Source: an optimization exercise on an open RTL-to-GDS flow (aim: small area, a short achievable clock period and few clock cycles). Production flows keep margins and buffers that such runs may drop. The RTL was checked by simulation tests, not by an equivalence proof against the original design.

==> flow/design.v <==
module CLZ #(
  parameter width = 8,
  localparam index_width = $clog2(width)
  )(  
  input [width - 1 : 0] in,
  output reg [index_width : 0] index
);
integer i;
always @* begin
  index = width;
  for (i = 0; i < width; i = i + 1) begin
    if (in[i] == 1'b1) begin
      index = i;
    end
  end
end
endmodule
module divider#(
  parameter width = 25
)(
  input clk,
  input reset,
  input en,
  input [width - 1 : 0] num, den,
  output reg [width - 1 : 0] q, r,
  output reg done
);
integer count;
reg [width - 1 : 0] d;
wire [width : 0] s;
assign s = {1'b0, r} - {1'b0, d};
always @(posedge clk or posedge reset) begin
  if(reset) begin
    d <= 0;
    q <= 0;
    r <= 0;
    done <= 0;
    count <= 0;
  end else if(!en) begin
    d <= 0;
    q <= 0;
    r <= 0;
    done <= 0;
    count <= 0;
  end else begin
    if (count == 0) begin
      r <= num;
      q <= 0;
      d <= den;
      count <= count + 1;
    end else if (count < width) begin
      if (r == 0) begin
        done <= 1;
        count <= width;
      end else if (s[width]) begin
        r <= {r[width - 2 : 0], q[width - 1]};
        q <= q << 1;
        count <= count + 1;
      end else begin
        r <= {s[width - 1 : 0], q[width - 1]};
        q <= {q[width - 2 : 0], 1'b1};
        count <= count + 1;
      end
    end else begin
      done <= 1;
    end
  end
end
endmodule
module posit_extraction #(
  parameter posit_width = 8,   
  parameter es = 1,            
  localparam frac_width = posit_width - es - 3,  
  localparam regime_width = $clog2(posit_width) + 1   
  )(
  input clk,
  input reset,
  input en,
  input [posit_width - 1 : 0] posit,
  output reg sign,
  output reg [regime_width - 1 : 0] regime,
  output reg [es - 1 : 0] exponent,
  output reg [frac_width - 1 : 0] fraction,
  output reg [posit_width - 1 : 0] abs_posit,
  output reg zero,
  output reg exception_flag
);
wire [posit_width - 2 : 0] twos_comp;  
wire [posit_width - 2 : 0] abs_regime;
wire [regime_width - 1: 0] index;
wire [regime_width - 2 : 0] zero_count;
wire [posit_width - 4 : 0] temp;
wire temp_sign, zero_temp, exception_temp;
assign zero_temp = ~|posit;
assign temp_sign = posit[posit_width - 1];
assign exception_temp = posit[posit_width - 1] & ~(|posit[posit_width - 2 : 0]);  
assign twos_comp = ({(posit_width){posit[posit_width - 1]}} ^ posit[posit_width - 1 : 0]) + posit[posit_width - 1];
assign abs_regime = {(posit_width - 1){twos_comp[posit_width - 2]}} ^ twos_comp[posit_width - 2 : 0];
assign zero_count = posit_width - index - 2;
assign temp = twos_comp[posit_width - 4 : 0] << (zero_count - 1);
CLZ #(posit_width - 1) count_leading_bit (
  .in(abs_regime),
  .index(index)
);
always @(posedge clk or posedge reset) begin
  if (reset) begin
    sign <= 0;
    regime <= 0;
    exponent <= 0;
    fraction <= 0;
    abs_posit <= 0;
    zero <= 0;
    exception_flag <= 0;
  end else if (!en) begin
    sign <= 0;
    regime <= 0;
    exponent <= 0;
    fraction <= 0;
    abs_posit <= 0;
    zero <= 0;
    exception_flag <= 0;
  end else if (en) begin
    sign <= temp_sign;
    regime <= (twos_comp[posit_width - 2]) ? zero_count - 1 : -zero_count;  
    exponent <= temp[posit_width - 4 : frac_width];
    fraction <= temp[frac_width - 1 : 0];
    abs_posit <= twos_comp;
    zero <= zero_temp;
    exception_flag <= exception_temp;
  end
end
endmodule
module posit_scalar #(
  parameter posit_width = 8,   
  parameter es = 1,            
  localparam regime_width = $clog2(posit_width) + 1,   
  localparam frac_width = posit_width - es - 3,  
  localparam scale_width = es + regime_width,  
  localparam signed [scale_width-1:0] max_sf = (1 << es) * (posit_width - 2)  
  )(
  input clk,
  input reset,   
  input en,     
  input [1:0] opcode,  
  input a_zero_in, b_zero_in,
  input a_sign, b_sign,
  input [regime_width - 1 : 0] a_regime, b_regime,
  input [es - 1 : 0] a_exponent, b_exponent,
  input [frac_width - 1 : 0] a_fraction, b_fraction,
  input [posit_width - 1 : 0] a_abs, b_abs,
  input a_exception, b_exception,
  output reg greater_sign, smaller_sign,
  output reg [frac_width - 1 : 0] greater_fraction, smaller_fraction,
  output reg [scale_width - 1 : 0] shift, greater_sf,
  output reg a_zero_out, b_zero_out,
  output reg greater_is_a,
  output reg exception_flag
);
wire a_greater_b;
wire a_b_sf_same;
wire a_b_frac_same;
wire a_b_sign_dif;
wire sum_zero;
wire signed [scale_width - 1 : 0] ZERO_SF;
wire [scale_width - 1 : 0] a_sf, b_sf, a_abs_sf, b_abs_sf;
wire [scale_width * 2 : 0] mul_result_sf, div_result_sf;
wire a_zero_temp, b_zero_temp;
function [scale_width - 1 : 0] MaxMin_sf (input [scale_width * 2 : 0] in); 
    begin
        MaxMin_sf = ($signed(in) >  max_sf) ? max_sf :
                  ($signed(in) < -max_sf) ? -max_sf : in;
    end 
endfunction
assign a_zero_temp = a_zero_in;
assign b_zero_temp = b_zero_in;
assign a_greater_b = (a_abs > b_abs) ? 1'b1 : 1'b0;  
assign a_sf = (a_regime << es) + a_exponent;  
assign b_sf = (b_regime << es) + b_exponent;
assign mul_result_sf = $signed(a_sf) + $signed(b_sf);
assign div_result_sf = $signed(a_sf) - $signed(b_sf);
assign a_b_sf_same = (a_sf == b_sf) ? 1'b1 : 1'b0;
assign a_b_frac_same = (a_fraction == b_fraction) ? 1'b1 : 1'b0;
assign a_b_sign_dif = (a_sign != b_sign) ? 1'b1 : 1'b0;
assign sum_zero = (a_b_sf_same & a_b_frac_same & a_b_sign_dif & (opcode != 2'b01) ) || 
                    (a_b_sf_same & a_b_frac_same & (opcode == 2'b01) & (a_sign == b_sign));
assign ZERO_SF = -(((posit_width - 1) << es) + 1);
assign a_abs_sf = ({(scale_width){a_sf[scale_width - 1]}} ^ a_sf[scale_width - 1: 0]) + a_sf[scale_width - 1];
assign b_abs_sf = ({(scale_width){b_sf[scale_width - 1]}} ^ b_sf[scale_width - 1: 0]) + b_sf[scale_width - 1];
always @(posedge clk or posedge reset) begin
  if (reset) begin
    greater_fraction <= 0;
    smaller_fraction <= 0;
    shift <= 0;
    greater_sf <= 0;
    greater_sign <= 0;
    smaller_sign <= 0;
    a_zero_out <= 0;
    b_zero_out <= 0;
    exception_flag <= 0;
    greater_is_a <= 0;
  end
  else if (en) begin
    a_zero_out <= a_zero_temp;
    b_zero_out <= b_zero_temp;
    exception_flag <= a_exception | b_exception; 
    greater_is_a <= a_greater_b;
      if (opcode[1]) begin
          if (opcode[0]) begin   
                greater_sf <= MaxMin_sf(div_result_sf);
          end
          else begin   
              greater_sf <= MaxMin_sf(mul_result_sf);
          end
          greater_sign <= a_sign;
          smaller_sign <= b_sign;
          greater_fraction <= a_fraction;
          smaller_fraction <= b_fraction;
      end
      else begin
          if (sum_zero) begin
              greater_fraction <= 0;
              smaller_fraction <= 0;
              greater_sign <= 0;
              smaller_sign <= 0;
              greater_sf <= ZERO_SF;
          end
          else if (a_greater_b) begin  
              greater_fraction <= a_fraction;
              smaller_fraction <= b_fraction;
              greater_sign <= a_sign;
              smaller_sign <= b_sign;
              greater_sf <= a_sf;
              if (!a_sf[scale_width - 1] & !b_sf[scale_width - 1]) begin     
                  shift <= a_sf - b_sf;   
              end
              else if (!a_sf[scale_width - 1] & b_sf[scale_width - 1]) begin   
                  shift <= a_abs_sf + b_abs_sf; 
              end
              else begin
                  shift <= b_abs_sf - a_abs_sf;  
              end
          end
          else begin   
              greater_sign <= b_sign;
              smaller_sign <= a_sign;
              greater_fraction <= b_fraction;
              smaller_fraction <= a_fraction;
              greater_sf <= b_sf;
              if(!a_sf[scale_width - 1] & !b_sf[scale_width - 1]) begin  
                shift <= b_sf - a_sf;
              end
              else if (a_sf[scale_width - 1] & !b_sf[scale_width - 1]) begin  
                shift <= a_abs_sf + b_abs_sf;
              end
              else begin
                shift <= a_abs_sf - b_abs_sf;  
              end          
          end
      end
    end
  end
endmodule
module posit_arithmetic_operator #(
  parameter posit_width = 8,   
  parameter es = 1,            
  localparam regime_width = $clog2(posit_width) + 1,   
  localparam frac_width = posit_width - es - 3,  
  localparam scale_width = es + regime_width,  
  localparam long_width = posit_width * 2,  
  localparam d_width = posit_width - es,  
  localparam index_width = $clog2(long_width+1)
  )(
  input clk,
  input reset,
  input en,    
  input [1:0] opcode,  
  input a_zero_in, b_zero_in,
  input greater_sign, smaller_sign,
  input [frac_width - 1 : 0] greater_fraction, smaller_fraction,
  input [scale_width - 1: 0] shift, greater_sf,
  input greater_is_a,
  input exception,
  output reg [posit_width - 1 : 0] result_frac,
  output reg result_sign,
  output reg [scale_width - 1 : 0] result_sf,
  output hold,
  output reg zero,
  output reg exception_flag
);
wire add_sign;
wire [long_width - 1 : 0] add_long_gr, add_long_sm, add_long_result, long_result;
wire [posit_width - 1 : 0] mul_a, mul_b;
wire [long_width - 1 : 0] mul_long_result;
wire [d_width - 1 : 0] div_n, div_d, div_q, div_r;
wire lt_flag, div_en, div_done;
wire [index_width - 1 : 0] index;
wire [scale_width - 1 : 0] temp_result_sf0, temp_result_sf1, temp_result_sf2;
wire a_zero_temp, b_zero_temp, smaller_frac_zero, greater_frac_zero;
assign a_zero_temp = a_zero_in;
assign b_zero_temp = b_zero_in;
assign smaller_frac_zero = ~|smaller_fraction;
assign greater_frac_zero = ~|greater_fraction;
assign add_sign = smaller_sign ^ opcode[0];  
assign add_long_gr = {2'b01, greater_fraction, {(long_width - frac_width - 2){1'b0}}};    
assign add_long_sm = {2'b01, smaller_fraction, {(long_width - frac_width - 2){1'b0}}} >> shift;  
assign add_long_result = (greater_sign == add_sign) ? add_long_gr + add_long_sm : add_long_gr - add_long_sm;
assign mul_a = {1'b1, greater_fraction, {(posit_width - frac_width - 1){1'b0}}};
assign mul_b = {1'b1, smaller_fraction, {(posit_width - frac_width - 1){1'b0}}};
assign mul_long_result = mul_a * mul_b;
assign lt_flag = greater_is_a ? (((greater_fraction < smaller_fraction) && (&opcode[1:0])) ? 1'b1 : 1'b0) : 1'b0;  
assign div_n = {1'b1, greater_fraction, 2'b0};
assign div_d = (lt_flag) ? {2'b01, smaller_fraction, 1'b0} : {1'b1, smaller_fraction, 2'b0};
assign div_en = en && opcode[1] && opcode[0] && !div_done;
assign hold = en && (opcode == 2'b11) && !div_done;
divider #(d_width) div (
  .clk(clk),
  .reset(reset),
  .en(div_en),
  .num(div_n),
  .den(div_d),
  .q(div_q),
  .r(div_r),
  .done(div_done)
);
assign long_result = (!opcode[1]) ? add_long_result : (!opcode[0]) ? mul_long_result : {div_q, {(long_width - d_width){1'b0}}};
CLZ #(long_width) count_leading_bit (
  .in(long_result),
  .index(index)  
);
assign temp_result_sf0 = greater_sf + 1 - lt_flag;
assign temp_result_sf1 = greater_sf - lt_flag;
assign temp_result_sf2 = (&opcode) ? greater_sf - lt_flag : greater_sf - (long_width - index - 2) - lt_flag;
always @(posedge clk or posedge reset) begin
  if (reset) begin
    result_frac <= 0;
    result_sign <= 0;
    result_sf <= 0;
    exception_flag <= 0;
    zero <= 0;
  end else if (en) begin
    exception_flag <= exception;
    zero <= 0; 
    result_sign <=
                    opcode[1] ? (greater_sign ^ smaller_sign):                                  
                   (opcode==2'b01 && greater_sign==smaller_sign) ? 
                        (greater_is_a ? greater_sign : ~greater_sign):                        
                   (opcode==2'b01 && greater_sign!=smaller_sign) ?
                        (greater_is_a ? greater_sign : smaller_sign):                        
                        greater_sign;                                                        
    if(a_zero_temp | b_zero_temp) begin
        if(opcode[1]) begin
            result_frac <= 0;
            result_sign <= 0;
            result_sf <= 0;
            zero <= a_zero_temp | b_zero_temp;
        end 
        else begin
            result_frac <= {1'b0, greater_fraction, {(posit_width - frac_width-1){1'b0}}};
            result_sign <= (a_zero_temp && opcode == 2'b01) ? ~greater_sign : greater_sign;
            result_sf <= greater_sf;
        end 
    end
    else if (index == (long_width - 1)) begin  
      result_frac[posit_width - 1 : 1] <= long_result[long_width - 1 : (long_width - posit_width + 1)];
      result_frac[0] <= |long_result[(long_width - posit_width) : 0];
      result_sf <= temp_result_sf0;  
    end
    else if (index == (long_width - 2)) begin  
      result_frac[posit_width - 1 : 1] <= long_result[long_width - 2 : (long_width - posit_width)];
      result_frac[0] <= |long_result[(long_width -  posit_width - 1) : 0];
      result_sf <= temp_result_sf1;
    end
    else begin  
      result_frac <= long_result[(index < posit_width - 1 ? (posit_width - 1) : index) -: posit_width];
      result_frac[0] <= |(long_result << (posit_width + (long_width - index)));
      result_sf <= temp_result_sf2;   
    end
  end
end
endmodule
module posit_encoder#(
  parameter posit_width = 8,
  parameter es = 1,
  localparam frac_width = posit_width - es - 3,  
  localparam regime_width = $clog2(posit_width) + 1,   
  localparam scale_width = es + regime_width,  
  localparam long_width = 2 * posit_width,  
  localparam signed [scale_width-1:0] max_sf = (1 << es) * (posit_width - 2),  
  localparam [posit_width-1:0] NaR = {1'b1, {(posit_width - 1){1'b0}}}  
)(
  input clk,
  input reset,
  input en,
  input sign,
  input [posit_width - 1 : 0] frac,
  input [scale_width - 1 : 0] sf,
  input exception,
  input zero_in,
  output reg [posit_width - 1 : 0] ans,
  output reg zero,
  output reg ready,
  output reg exception_flag
);
wire [scale_width - 1 : 0] abs_sf;
wire [es - 1 : 0] exp;
wire [regime_width - 1 : 0] regime, reg_shift;
wire [1:0] reg_pre;
wire [long_width - 1 : 0] temp_long_ans, temp_shift;
wire sticky, guard, round, nom;
wire [posit_width - 1 : 0] temp_ans;
assign abs_sf = ({(scale_width){sf[scale_width - 1]}} ^ sf[scale_width - 1 : 0]) + sf[scale_width - 1];
assign exp = (sf[scale_width - 1]) ? sf[es - 1 : 0] : abs_sf[es - 1 : 0];  
assign regime = (sf[scale_width - 1]) ? ~(sf >> es) + 1'b1 : abs_sf >> es; 
assign reg_pre = (sf[scale_width - 1]) ? 2'b01 : 2'b10; 
assign temp_long_ans[long_width - 1 : 0] = {reg_pre, exp, frac[posit_width - 2 : 0], {(posit_width-es-1){1'b0}}}; 
assign temp_shift = (sf[scale_width - 1]) ? $signed(temp_long_ans) >>> (regime - 1) : $signed(temp_long_ans) >>> regime;  
assign guard = temp_shift[posit_width];
assign round = temp_shift[posit_width - 1]; 
assign sticky = |temp_shift[posit_width - 2 : 0];
assign nom = guard & (round | sticky);
assign temp_ans = {1'b0, temp_shift[long_width-1:posit_width+1]};  
always @(posedge clk or posedge reset) begin
  if (reset) begin
    ans <= 0;
    zero <= 0;
    ready <= 0;
    exception_flag <= 0;
  end else if (en) begin
    ans <= ({(posit_width){sign}} ^ temp_ans) + sign;
    zero <= ~|temp_ans;
    ready <= 1'b1;
    if(exception) begin
      ans <= NaR;
    end else if (zero_in) begin
      ans <= 0;
    end
    exception_flag <= exception;
  end else begin
    ready <= 0;
  end
end
endmodule
module posit_top#(
  parameter posit_width = 16,  
  parameter es = 1,  
  localparam regime_width = $clog2(posit_width) + 1,  
  localparam frac_width = posit_width - es - 3,  
  localparam scale_width = es + regime_width  
)(
  input clk, 
  input reset,
  input start,
  input [1:0] opcode,  
  input [posit_width - 1 : 0] a, b,
  output done, zero,
  output [posit_width - 1 : 0] result
);
reg ctrl_extrac, ctrl_scalar, ctrl_op, ctrl_enc;
wire a_zero_extrac, b_zero_extrac, a_zero_scalar, b_zero_scalar, zero_arith;
wire a_sign, b_sign;
wire [regime_width - 1 : 0] a_regime, b_regime;
wire [es - 1 : 0] a_exponent, b_exponent;
wire [frac_width - 1 : 0] a_fraction, b_fraction;
wire [posit_width - 1 : 0] a_abs, b_abs;
wire a_exception, b_exception, exception_flag_s, exception_flag_arith, greater_is_a;
wire greater_sign, smaller_sign;
wire [frac_width - 1 : 0] greater_fraction, smaller_fraction;
wire [scale_width - 1 : 0] shift, greater_sf;
wire hold;
wire exception_flag;
wire [posit_width - 1 : 0] result_frac;
wire result_sign;
wire [scale_width - 1 : 0] result_sf;
posit_extraction #(.posit_width(posit_width), .es(es)) a_posit_extraction_inst (
  .clk(clk),
  .reset(reset),
  .en(ctrl_extrac),
  .posit(a),
  .sign(a_sign),
  .regime(a_regime),
  .exponent(a_exponent),
  .fraction(a_fraction),
  .abs_posit(a_abs),
  .zero(a_zero_extrac),
  .exception_flag(a_exception)
);
posit_extraction #(.posit_width(posit_width), .es(es)) b_posit_extraction_inst (
  .clk(clk),
  .reset(reset),
  .en(ctrl_extrac),
  .posit(b),
  .sign(b_sign),
  .regime(b_regime),
  .exponent(b_exponent),
  .fraction(b_fraction),
  .abs_posit(b_abs),
  .zero(b_zero_extrac),
  .exception_flag(b_exception)
);
posit_scalar #( .posit_width(posit_width), .es(es)) posit_scalar_inst (
  .clk(clk),
  .reset(reset),
  .en(ctrl_scalar),
  .opcode(opcode),
  .a_sign(a_sign),
  .b_sign(b_sign),
  .a_regime(a_regime),
  .b_regime(b_regime),
  .a_exponent(a_exponent),
  .b_exponent(b_exponent),
  .a_fraction(a_fraction),
  .b_fraction(b_fraction),
  .a_abs(a_abs),
  .b_abs(b_abs),
  .a_zero_in(a_zero_extrac),
  .b_zero_in(b_zero_extrac),
  .a_exception(a_exception),
  .b_exception(b_exception),
  .greater_sign(greater_sign),
  .smaller_sign(smaller_sign),
  .greater_fraction(greater_fraction),
  .smaller_fraction(smaller_fraction),
  .shift(shift),
  .greater_sf(greater_sf),
  .a_zero_out(a_zero_scalar),
  .b_zero_out(b_zero_scalar),
  .greater_is_a(greater_is_a),
  .exception_flag(exception_flag_s) 
);
posit_arithmetic_operator #(
  .posit_width(posit_width),
  .es(es)
) posit_arithmetic_operator_inst (
  .clk(clk),
  .reset(reset),
  .en(ctrl_op),
  .opcode(opcode),  
  .a_zero_in(a_zero_scalar),
  .b_zero_in(b_zero_scalar),
  .greater_sign(greater_sign),
  .smaller_sign(smaller_sign),
  .greater_fraction(greater_fraction),
  .smaller_fraction(smaller_fraction),
  .shift(shift),
  .greater_sf(greater_sf),
  .greater_is_a(greater_is_a),
  .exception(exception_flag_s),
  .result_frac(result_frac),
  .result_sign(result_sign),
  .result_sf(result_sf),
  .hold(hold),
  .zero(zero_arith),
  .exception_flag(exception_flag_arith)
);
posit_encoder #( .posit_width(posit_width), .es(es)) posit_encoder_inst (
  .clk(clk),
  .reset(reset),
  .en(ctrl_enc),
  .sign(result_sign),
  .frac(result_frac),
  .sf(result_sf),
  .exception(exception_flag_arith),
  .zero_in(zero_arith),
  .ans(result),
  .zero(zero),
  .ready(done),
  .exception_flag(exception_flag)
);
reg start_temp;
always @(posedge clk or posedge reset) begin
  if (reset) begin
    ctrl_extrac <= 0;
    ctrl_scalar <= 0;
    ctrl_op <= 0;
    ctrl_enc <= 0;
    start_temp <= 0;
  end else begin
  start_temp <= start;
    if (start) begin  
      ctrl_extrac <= start;
    end else begin
      ctrl_extrac <= 0;
    end
    if (ctrl_extrac) begin
        ctrl_scalar <= ctrl_extrac;
    end else begin
        ctrl_scalar <= 0;
    end
    if (opcode == 2'b11 && ctrl_op == 1 && hold) begin
      ctrl_enc <= 0;
    end else begin
      ctrl_op <= ctrl_scalar;
      ctrl_enc <= ctrl_op;
    end
  end
end
endmodule
==> flow/run.sh <==
#!/bin/bash
# synth_recipe.tcl (not shown) runs the flow's synth.tcl, then flattens the netlist and writes it again
# the make line also repeats each setting of config.mk as NAME=value (left out here)
make -C /OpenROAD-flow-scripts/flow DESIGN_CONFIG=/design/flow/config.mk WORK_HOME=/design/flow/orfs CLKGATE_MAP_FILE= SYNTH_SCRIPT=/design/flow/synth_recipe.tcl finish
==> flow/config.mk <==
export PLATFORM = sky130hd
export DESIGN_NAME = posit_top
export DESIGN_NICKNAME = posit_top
export VERILOG_FILES = /design/flow/design.v
export SDC_FILE = /design/flow/constraint.sdc
export NUM_CORES = 4
export LEC_CHECK = 0
export CAP_MARGIN = 20
export CORE_MARGIN = 2
export CORE_UTILIZATION = 40
export SLEW_MARGIN = 20
==> flow/constraint.sdc <==
create_clock -name core_clock -period 10.5 [get_ports {clk}]
set_input_delay 2.1000 -clock core_clock [delete_from_list [all_inputs] [get_ports {clk}]]
set_output_delay 2.1000 -clock core_clock [all_outputs]
set_load 0.01 [all_outputs]
==> notes.md <==
[worst max path at each step]
| stage | from | endpoint | slack (ps) | depth (start not counted) |
|---|---|---|---|---|
| after CTS | posit_scalar_inst.smaller_fraction[1] | posit_arithmetic_operator_inst.result_frac[8] | 240 | 37 |
| after floorplan | posit_scalar_inst.smaller_fraction[6] | posit_arithmetic_operator_inst.result_frac[4] | 240 | 40 |
| after global routing | posit_scalar_inst.greater_fraction[1] | posit_arithmetic_operator_inst.result_frac[14] | 2 | 39 |
| final | posit_scalar_inst.greater_fraction[6] | posit_arithmetic_operator_inst.result_frac[14] | 570 | 37 |
| after global placement | posit_scalar_inst.smaller_fraction[1] | posit_arithmetic_operator_inst.result_frac[8] | 540 | 37 |
| after detailed placement | posit_scalar_inst.smaller_fraction[1] | posit_arithmetic_operator_inst.result_frac[5] | 310 | 37 |
[area by class of cell]
class,instances,area share
multi-input combinational,2997,0.679
sequential,234,0.179
timing repair buffer,148,0.0385
tap,969,0.0370
inverter,310,0.0359
clock buffer,33,0.0229
clock inverter,18,0.00752
antenna,1,0.0000763
[sequential cells by signal, summed over array words and instances, names as in the netlist, 12 cells and up]
name                                        count
a_posit_extraction_inst.fraction               12
posit_encoder_inst.ans                         16
posit_arithmetic_operator_inst.div.q           15
posit_scalar_inst.smaller_fraction             12
posit_arithmetic_operator_inst.result_frac     12
posit_scalar_inst.greater_fraction             12
b_posit_extraction_inst.abs_posit              15
b_posit_extraction_inst.fraction               12
a_posit_extraction_inst.abs_posit              15
posit_arithmetic_operator_inst.div.count       32
posit_arithmetic_operator_inst.div.r           15
posit_arithmetic_operator_inst.div.d           14
[Yosys cell counts (all sizes together), types with 93 or more instances]
master and instances:
nor2 356, nand2 340, inv 306, a21oi 241, dfrtp 234, ha 222, o21ai 191, clkbuf 161
xnor2 142, fa 132, and2 117, mux2i 109, nand3 93
[kinds of logic (layout without fill, tap and decap cells)]
family | after synthesis | count (layout)
multiplexers | 160 | 160
other | 0 | 1
AO/OA/AOI/OAI | 965 | 965
AND/OR/NAND/NOR | 1291 | 1291
buffers and inverters | 515 | 509
XOR/XNOR | 223 | 223
flip-flops | 234 | 234
adder cells (fa/ha/maj) | 358 | 358
[per-layer routing]
metal | vias to the layer above | share of wire | track usage
met1 | 13562 | 0.45 | 0.354
met5 | - | 0 | 0
met4 | 0 | 0.029 | 0.0661
li1 | 13214 | - | -
met3 | 165 | 0.064 | 0.0294
met2 | 1031 | 0.46 | 0.408
[metrics by stage]
stage,util
after floorplan,-
after global placement,0.426
after global routing,0.440
after detailed placement,0.426
final,0.440
after CTS,0.439
[placed cells by master (no fill, tap or decap), types with 42 or more instances in the layout]
cell,n
a21o_1,53
nand3_1,92
o211ai_1,42
nand2b_1,48
mux2i_1,104
and2_1,113
a211oi_1,42
a31oi_1,46
nor3_1,86
buf_4,89
nor2_1,350
clkdlybuf4s50_1,53
nand2_1,340
o21ai_0,184
ha_1,221
inv_1,300
fa_1,132
dfrtp_1,228
a21oi_1,238
xnor2_1,140
xor2_1,80
[critical path, delay by kind of cell (launching register included)]
kind / cells / cell delay (ps)
AO/OA/AOI/OAI: 14 / 2910
adder cells (fa/ha/maj): 8 / 3350
buffers and inverters: 7 / 1170
flip-flops: 1 / 570
AND/OR/NAND/NOR: 8 / 1700
==> results_dict.tcl <==
set metrics [dict create \
    cts_root_buffer "clkbuf_16" \
    grt_first_pass_wirelength_mm 157 \
    ys_warn_count 8 \
    final_critical_period_ps 9930 \
    mean_syn_cell_area_sq_um 8.03 \
    clock_latency_late_sink_ps 620 \
    synth_top_family_by_area "compound AO/OA/AOI/OAI gates" \
    wire_per_inst_microns 20.8 \
    critical_path.slowest_cell "dfrtp_1" \
    synth_area_sq_um 30100 \
    max_stage_delay_ps 570 \
    initial_antenna_violation_count 3 \
    syn_inst 3746 \
    multi_input_area_sq_um 22300 \
    hold_path_startpoint "posit_encoder_inst.ans[2]" \
    hold_viol 0 \
    grt_max_degree 97 \
    post_synth_xor_area_fraction 0.0654 \
    worst_r2r_path_depth 37 \
    type_of_the_most_critical_hold_path "reg2reg" \
    leading_cell_types_by_total_area_after_synthesis "dfrtp_1 19%, ha_1 9.2%, fa_1 8.8%" \
    timing_max_transition_violations_final 0 \
    finalInstanceArea_sq_um 32800 \
    r2r_start "posit_scalar_inst.greater_fraction[6]" \
    cts_tree "built" \
    placedCellCount 4658 \
    worst_setup_hold_path_clk_slew_ps 60 \
    worstSetupEndpointType "flop" \
    cts_resized 0 \
    synth_cell_types 126 \
    timing.final.setup_violations 0 \
    hold-path-cell-count 2 \
    detailedPlacementHpwl_mm 75.7 \
    ff2ff_setup_slack_ps 570 \
    htree_levels 1 \
    register_area_sq_um 5860 \
    worstHoldEndpoint "posit_encoder_inst.ans[2]" \
    boundaryPins 55 \
    slew-limit-headroom 0.305 \
    die-height_microns 278 \
    synth_enable_flop_cells 0 \
    drt-initial-drc-count 2598 \
    layout-area-overhead-vs-synth_pct 9.04 \
    number_of_filler_cells_placed_in_the_layout 7483 \
    ys_dominant_reg_cell "dfrtp_1" \
    grt_setup_unrepaired "false" \
    cp_data_required_time_ps 10950 \
    timing.final.crit_share 0.946 \
    synthMuxAreaShare 0.0648 \
    yosys.area_share.adder 0.182 \
    fp.dieW_microns 278 \
    gp_congestion 1.01 \
    cts.sink_count 234 \
    r2r-end "posit_arithmetic_operator_inst.result_frac[14]" \
    status "no timing/DRC/antenna violations" \
    cts_inserted_buffers 28 \
    tightestPinTransition_ps 1040 \
    firstDrtPassIters 7 \
    via_count 27972 \
    dpl_cell_area_sq_um 31700 \
    synth_seq_cells 234 \
    worst_hold_slack_ps 528 \
    global_route.usage.total 0.251 \
    buffer_ports.inserted 54 \
    synth.yosys.seq_area_share 0.195 \
    timing.setup.critical_path_class "reg2reg" \
    overflow_left_after_global_routing 0 \
    setup_total_negative_slack_ps 0 \
    synth_nets 4137 \
    yosys.area_share.simple 0.211 \
    clk_path_buf_depth 3 \
    floorplan_row_count 100 \
    hold_buffers 0 \
    fp.dieArea_sq_um 77400 \
    remaining_drc_errors 0 \
    viasPerCell 5.94 \
    crit_path_max_fanout 25 \
    synthArstFlopShare 1.00 \
    synthDominantCellAreaShare 0.195 \
    timing.critical_path.arrival_ps 10380 \
    worst_path_most_repeated_cell "fa_1" \
    drv_cap 0 \
    timing.fmax_mhz 101 \
    timing.critical_path.from_type "flop" \
    final.setup_skew_ps 61.3 \
    layout-drive-gt1-share 0.0746 \
    place_ws_ps 310 \
    postRouteAntennaNets 0 \
    final_worst_path_setup_slack_ps 570 \
    core_area_sq_um 74400 \
    post_cts_buffers 0 \
    final-instance-count-excl-fill 4710 \
    nets_finish 4110 \
    synth_largest_area_cell "dfrtp_1" \
    grt_pass1_vias 26971 \
    initial_utilization 0.404 \
    synth_compound_area_frac 0.215 \
    wirelength_mm 98.1 \
]
Testbench counts, summed over its fixed seeds: cycles 232,117.

[static timing again, ports no longer ideal]
In the flow no input, the clock included, has a driving cell. The finished layout below was timed again as built, in two steps.
Step 1 assumes that a clkbuf_16 drives the clock port and a buf_2 every other input.
Step 2 moves the port delays by t, midway between the first and last clock arrival at a register: inputs arrive t later, outputs are due t later. That takes back most of the time a late clock gives input paths.
a / b / c = ideal ports / drivers / drivers and shift; a / b = the first two.
t, ns: 0.651
setup slack, ns: 0.570 / 0.570 / 0.570
cell pins on the clock port's net: 1
After both steps this run still meets setup and hold. For this run, drivers alone change the setup slack by 0.000 ns; drivers and shift together by 0.000 ns.
